Background: an optimization exercise with open tools, aiming at small area. Do not read the settings as production practice. At most, simulation tests tie the RTL to the original design; equivalence was not proved. No activity file was given, so power comes from the tool's default toggle rates.

06-21:
==> flow/design.v <==
module SatTruncFP
  #(
    parameter	NB_XI  	= 20,
    parameter	NBF_XI	= 12,
    parameter	NB_XO	= 8,
    parameter	NBF_XO	= 6
    )
   (
    input [(NB_XI)-1:0]  i_data,
    output [(NB_XO)-1:0] o_data
    );
   localparam	NBI_XI	=	NB_XI	-	NBF_XI;
   localparam	NBI_XO	=	NB_XO	-	NBF_XO;
   wire [NB_XO-1:0] 	 aux_Sat;
   wire [NBF_XO-1:0] 	 aux_trunc;
   wire 		 condicion;
   wire [NB_XO-1:0] 	 resultado1;
   wire [NB_XO-1:0] 	 resultado2;
	generate
	   if (NBF_XI >= NBF_XO)
	     begin
		assign	aux_trunc = i_data[(NBF_XI-1):(NBF_XI - NBF_XO)];
	     end
	   else
	     begin
		assign	aux_trunc = {i_data[NBF_XI-1:0],{(NBF_XO - NBF_XI){1'b0}}};
	     end
	   if (NBI_XI > NBI_XO)
	     begin
		assign	condicion		=	(i_data[(NB_XI-2)-:(NBI_XI-NBI_XO)] == {(NBI_XI-NBI_XO){i_data[NB_XI-1]}});
		assign	resultado1		=	{i_data[(NB_XI-1)],{(NB_XO-1){~i_data[(NB_XI-1)]}}};
		assign	resultado2		=	{i_data[(NB_XI-1)],i_data[NBF_XI +:NBI_XO-1],aux_trunc};
		assign	aux_Sat			=	condicion	?	resultado2	:	resultado1;
	     end
	   else
	     begin
		if (NBI_XO == NBI_XI)
                  assign  aux_Sat = {i_data[(NB_XI-1)-:NBI_XI],aux_trunc};
		else
		  assign  aux_Sat	= {{(NBI_XO - NBI_XI){i_data[NB_XI-1]}},i_data[(NB_XI-1)-:NBI_XI],aux_trunc};
	     end
	endgenerate
   assign	o_data=aux_Sat;
endmodule
module filtro_fir
  #(
    parameter WW_INPUT  = 8,
    parameter WW_OUTPUT = 8
    )
   (
    input                         clk,
    input                         i_en,
    input                         i_srst,
    input  signed [ WW_INPUT-1:0] i_data,
    output signed [WW_OUTPUT-1:0] o_data
    );
  reg signed [7:0] d [1:14];
  integer k;
  always @(posedge clk) begin
    if (i_srst) begin
      for (k = 1; k <= 14; k = k + 1) d[k] <= 8'sd0;
    end else if (i_en) begin
      d[1] <= i_data;
      for (k = 2; k <= 14; k = k + 1) d[k] <= d[k-1];
    end
  end
  wire signed [8:0]  a = d[4] + d[10];
  wire signed [8:0]  b = d[5] + d[9];
  wire signed [8:0]  c = d[6] + d[8];
  wire signed [14:0] s = 3*a + 8*b + 13*c + 16*d[7]
                         - i_data - d[1] - d[2] - d[12] - d[13] - d[14];
  wire signed [7:0] sat;
  SatTruncFP #(.NB_XI(15), .NBF_XI(12), .NB_XO(8), .NBF_XO(6))
    u_sat (.i_data(s), .o_data(sat));
  reg signed [7:0] r1, r2, r3;
  always @(posedge clk) begin
    r1 <= sat;
    r2 <= r1;
    r3 <= r2;
  end
  assign o_data = r3;
endmodule
==> flow/config.mk <==
export PLATFORM = sky130hd
export DESIGN_NAME = filtro_fir
export DESIGN_NICKNAME = filtro_fir
export VERILOG_FILES = /design/flow/design.v
export SDC_FILE = /design/flow/constraint.sdc
export NUM_CORES = 4
export LEC_CHECK = 0
export CAP_MARGIN = 20
export CORE_MARGIN = 2
export CORE_UTILIZATION = 40
export SLEW_MARGIN = 20
==> flow/constraint.sdc <==
create_clock -name core_clock -period 5.5 [get_ports {clk}]
set_input_delay 1.1000 -clock core_clock [delete_from_list [all_inputs] [get_ports {clk}]]
set_output_delay 1.1000 -clock core_clock [all_outputs]
set_load 0.01 [all_outputs]
run.sh (not shown) runs the stock make flow with config.mk's settings and CLKGATE_MAP_FILE= SYNTH_SCRIPT=/design/flow/synth_recipe.tcl, a recipe that flattens the netlist after the stock synthesis.
From the logs: 06-21 reached the end of the flow and failed the layout checks with setup timing.
Here is what was changed in the inputs of 04-13 compared with 06-21.
--- a/flow/design.v
+++ b/flow/design.v
@@ -66,17 +66,18 @@
   end
   wire signed [8:0]  a = d[4] + d[10];
   wire signed [8:0]  b = d[5] + d[9];
   wire signed [8:0]  c = d[6] + d[8];
   wire signed [14:0] s = 3*a + 8*b + 13*c + 16*d[7]
                          - i_data - d[1] - d[2] - d[12] - d[13] - d[14];
-  wire signed [7:0] sat;
-  SatTruncFP #(.NB_XI(15), .NBF_XI(12), .NB_XO(8), .NBF_XO(6))
-    u_sat (.i_data(s), .o_data(sat));
-  reg signed [7:0] r1, r2, r3;
+  reg signed [8:0] r1;
+  reg signed [7:0] r2, r3;
+  wire [7:0] sat;
+  SatTruncFP #(.NB_XI(9), .NBF_XI(6), .NB_XO(8), .NBF_XO(6))
+    u_sat (.i_data(r1), .o_data(sat));
   always @(posedge clk) begin
-    r1 <= sat;
-    r2 <= r1;
+    r1 <= s[14:6];
+    r2 <= sat;
     r3 <= r2;
   end
   assign o_data = r3;
 endmodule
==> comparison <==
Nothing crashed in 04-13 and all stages finished; the problem is that the final layout failed, the offending checks being setup timing. Summary — first-pass GRT wire length, 04-13 relative to 06-21: higher, by 1.8%. Shortest clock period the worst path allows after layout on 04-13 is ahead of 06-21. Measured against each other, 04-13 and 06-21 differ in global-route usage, the lower figure coming from 06-21. Measured against 04-13, the power of 06-21 comes out at 1.08 times the reference value. [04-13] setup slack rose 0.32 ns relative to 06-21.


filtro_fir, a different RTL version from the one above (not shown whole).
Size in the first run: ~140 flip-flops, about 19 I/O pins, ~6500 um2 of cells after synthesis.
// filtro_fir
module filtro_fir
  #(
    parameter WW_INPUT  = 8,
    parameter WW_OUTPUT = 8
    )
   (
    input                         clk,
    input                         i_en,
    input                         i_srst,
    input  signed [ WW_INPUT-1:0] i_data,
    output signed [WW_OUTPUT-1:0] o_data
    );
Settings: LEC_CHECK=0, CAP_MARGIN=20, CORE_MARGIN=2, CORE_UTILIZATION=55, CTS_BUF_LIST=sky130_fd_sc_hd__clkbuf_2 sky130_fd_sc_hd__clkbuf_4, CTS_CLUSTER_DIAMETER=60, CTS_CLUSTER_SIZE=20, SLEW_MARGIN=20, SYNTH_HIERARCHICAL=1, SYNTH_MINIMUM_KEEP_SIZE=0; clock period 5.5 ns.
standard.sh (not shown) runs the stock make flow with config.mk's settings and CLKGATE_MAP_FILE= SYNTH_SCRIPT=/design/flow/synth_recipe.tcl, a recipe that flattens the netlist after the stock synthesis.
==> flow/flow/run.sh <==
#!/bin/bash
# Layout flow: the standard flow (standard.sh, unchanged synthesis), with two
# changes to how the layout is built:
#  - clock tree synthesis without dummy loads (clock buffers clkbuf_2/clkbuf_4),
#  - port buffers of the smallest buffer cell.
# Each tool's output goes to standard.log here (ORFS's own logs are under orfs/logs).
set -euo pipefail
bash standard.sh \
  CTS_ARGS="-sink_clustering_enable -repair_clock_nets -dont_use_dummy_load -sink_clustering_size 20 -sink_clustering_max_diameter 60 -buf_list {sky130_fd_sc_hd__clkbuf_2 sky130_fd_sc_hd__clkbuf_4}" \
  BUFFER_PORTS_ARGS="-buffer_cell sky130_fd_sc_hd__buf_1" \
  finish > standard.log 2>&1
The baseline completed without violations.
Change:
--- a/flow/design.v
+++ b/flow/design.v
@@ -419,25 +419,25 @@
   wire s193, c194;
   fir_fa u_s193 (.a(c174), .b(c176), .c(s191), .s(s193), .co(c194));
   wire s195, c196;
   fir_fa u_s195 (.a(c178), .b(s193), .c(c180), .s(s195), .co(c196));
   wire s197, c198;
   fir_fa u_s197 (.a(s25), .b(c182), .c(s195), .s(s197), .co(c198));
   wire s199, c200;
   fir_xnor u_s199 (.a(c184), .b(s197), .y(s199));
   fir_or u_c200 (.a(c184), .b(s197), .y(c200));
   wire s201, c202;
   fir_fa u_s201 (.a(s199), .b(c186), .c(s55), .s(s201), .co(c202));
   wire s203, c204;
-  fir_fa u_s203 (.a(s58), .b(c188), .c(s201), .s(s203), .co(c204));
+  fir_ha u_s203 (.a(s58), .b(c188), .s(s203), .co(c204));
   wire s205, c206;
   fir_fa u_s205 (.a(d5[6]), .b(d7[5]), .c(d9[6]), .s(s205), .co(c206));
   wire s207, c208;
   fir_xnor u_s207 (.a(c190), .b(s205), .y(s207));
   fir_or u_c208 (.a(c190), .b(s205), .y(c208));
   wire s209, c210;
   fir_fa u_s209 (.a(s207), .b(c192), .c(c194), .s(s209), .co(c210));
   wire s211, c212;
   fir_fa u_s211 (.a(s209), .b(c196), .c(s27), .s(s211), .co(c212));
   wire s213, c214;
   fir_fa u_s213 (.a(c198), .b(s211), .c(c200), .s(s213), .co(c214));
   wire s215, c216;
@@ -467,59 +467,61 @@
   wire c237 = ~i_data[0] & s64;
   wire c238 = s75 & c237;
   wire c239 = s88 & c238;
   wire c240 = s106 & c239;
   wire c241;
   fir_maj u_c241 (.a(s122), .b(~s125), .c(c240), .y(c241));
   wire c242 = ~s146 & c241;
   reg  r1r0_6;
   reg  r1r1_6;
   reg  r1r0_7;
   reg  r1r1_7;
   reg  r1r0_8;
+  reg  r1r1_8;
   reg  r1r0_9;
   reg  r1r1_9;
   reg  r1r2_9;
   reg  r1r0_10;
   reg  r1r1_10;
   reg  r1r0_11;
   reg  r1r1_11;
   reg  r1r0_12;
   reg  r1r0_13;
   reg  r1r1_13;
   reg  r1c;
   always @(posedge clk) begin
     r1r0_6 <= s167;
     r1r1_6 <= ~c147;
     r1r0_7 <= s185;
     r1r1_7 <= s187;
-    r1r0_8 <= s203;
+    r1r0_8 <= s201;
+    r1r1_8 <= s203;
     r1r0_9 <= s58;
     r1r1_9 <= c204;
     r1r2_9 <= s215;
     r1r0_10 <= c216;
     r1r1_10 <= s225;
     r1r0_11 <= s231;
     r1r1_11 <= c226;
     r1r0_12 <= s235;
     r1r0_13 <= c234;
     r1r1_13 <= c236;
     r1c <= c242;
   end
   wire s243, c244;
   fir_fa u_s243 (.a(r1r0_6), .b(r1r1_6), .c(r1c), .s(s243), .co(c244));
   wire s245, c246;
   fir_fa u_s245 (.a(r1r0_7), .b(r1r1_7), .c(c244), .s(s245), .co(c246));
   wire s247, c248;
-  fir_ha u_s247 (.a(r1r0_8), .b(c246), .s(s247), .co(c248));
+  fir_fa u_s247 (.a(r1r0_8), .b(r1r1_8), .c(c246), .s(s247), .co(c248));
   wire s249, c250;
   fir_fa u_s249 (.a(r1r0_9), .b(r1r1_9), .c(r1r2_9), .s(s249), .co(c250));
   wire s251, c252;
   fir_ha u_s251 (.a(c248), .b(s249), .s(s251), .co(c252));
   wire s253, c254;
   fir_fa u_s253 (.a(r1r0_10), .b(r1r1_10), .c(c250), .s(s253), .co(c254));
   wire s255, c256;
   fir_ha u_s255 (.a(c252), .b(s253), .s(s255), .co(c256));
   wire s257, c258;
   fir_fa u_s257 (.a(r1r0_11), .b(r1r1_11), .c(c254), .s(s257), .co(c258));
   wire s259, c260;
   fir_ha u_s259 (.a(c256), .b(s257), .s(s259), .co(c260));
Die area grows slightly.
Final area grows slightly.
Worst setup slack improved by 0.089 ns.
Count of clock-buffer cells in the layout does not change.
Via count grows slightly.
Routed wire length shrinks slightly.
Non-clock buffer count grows by 1.
Synthesized cell count hardly moves.
Utilization grows by 0.15 points.
Sequential power barely changes.
Area after synthesis grows slightly.
Register-to-register slack improved by 0.09 ns.
Global-route usage grows by 0.24 points.
No functional check of the RTL was part of the second run of this note.

what the ideal ports hide:
How much do the figures lean on ideal ports? The routed layouts below were timed once more, with nothing changed but the port constraints. Step 1 assumes that a clkbuf_16 drives the clock port and a buf_2 every other input. Step 2, shift: input delay + t, output delay - t, t = (earliest + latest rising clock arrival at the registers) / 2. This alone moves slack from input paths to output paths. Three values: ideal ports, drivers, drivers and shift; two values: the first two.
| run | t (ns) | setup WS [ns] | hold slack, ns | worst slew at a driven data input, ns |
|---|---|---|---|---|
| 06-21 | 0.467 | -0.891 / -0.891 / -1.243 | 0.321 / 0.321 / 0.321 | 0.04 |
| 04-13 | 0.475 | -0.574 / -0.574 / -0.979 | 0.326 / 0.326 / 0.326 | 0.04 |
| the first run of note 2 | 0.556 | 0.164 / 0.164 / 0.164 | 0.320 / 0.320 / 0.320 | 0.03 |
| the second run of note 2 | 0.551 | 0.253 / 0.253 / 0.253 | 0.321 / 0.321 / 0.321 | 0.03 |
The setup slack of 04-13, which loses most, moves by 0.000 ns with the drivers and by -0.405 ns with both steps.
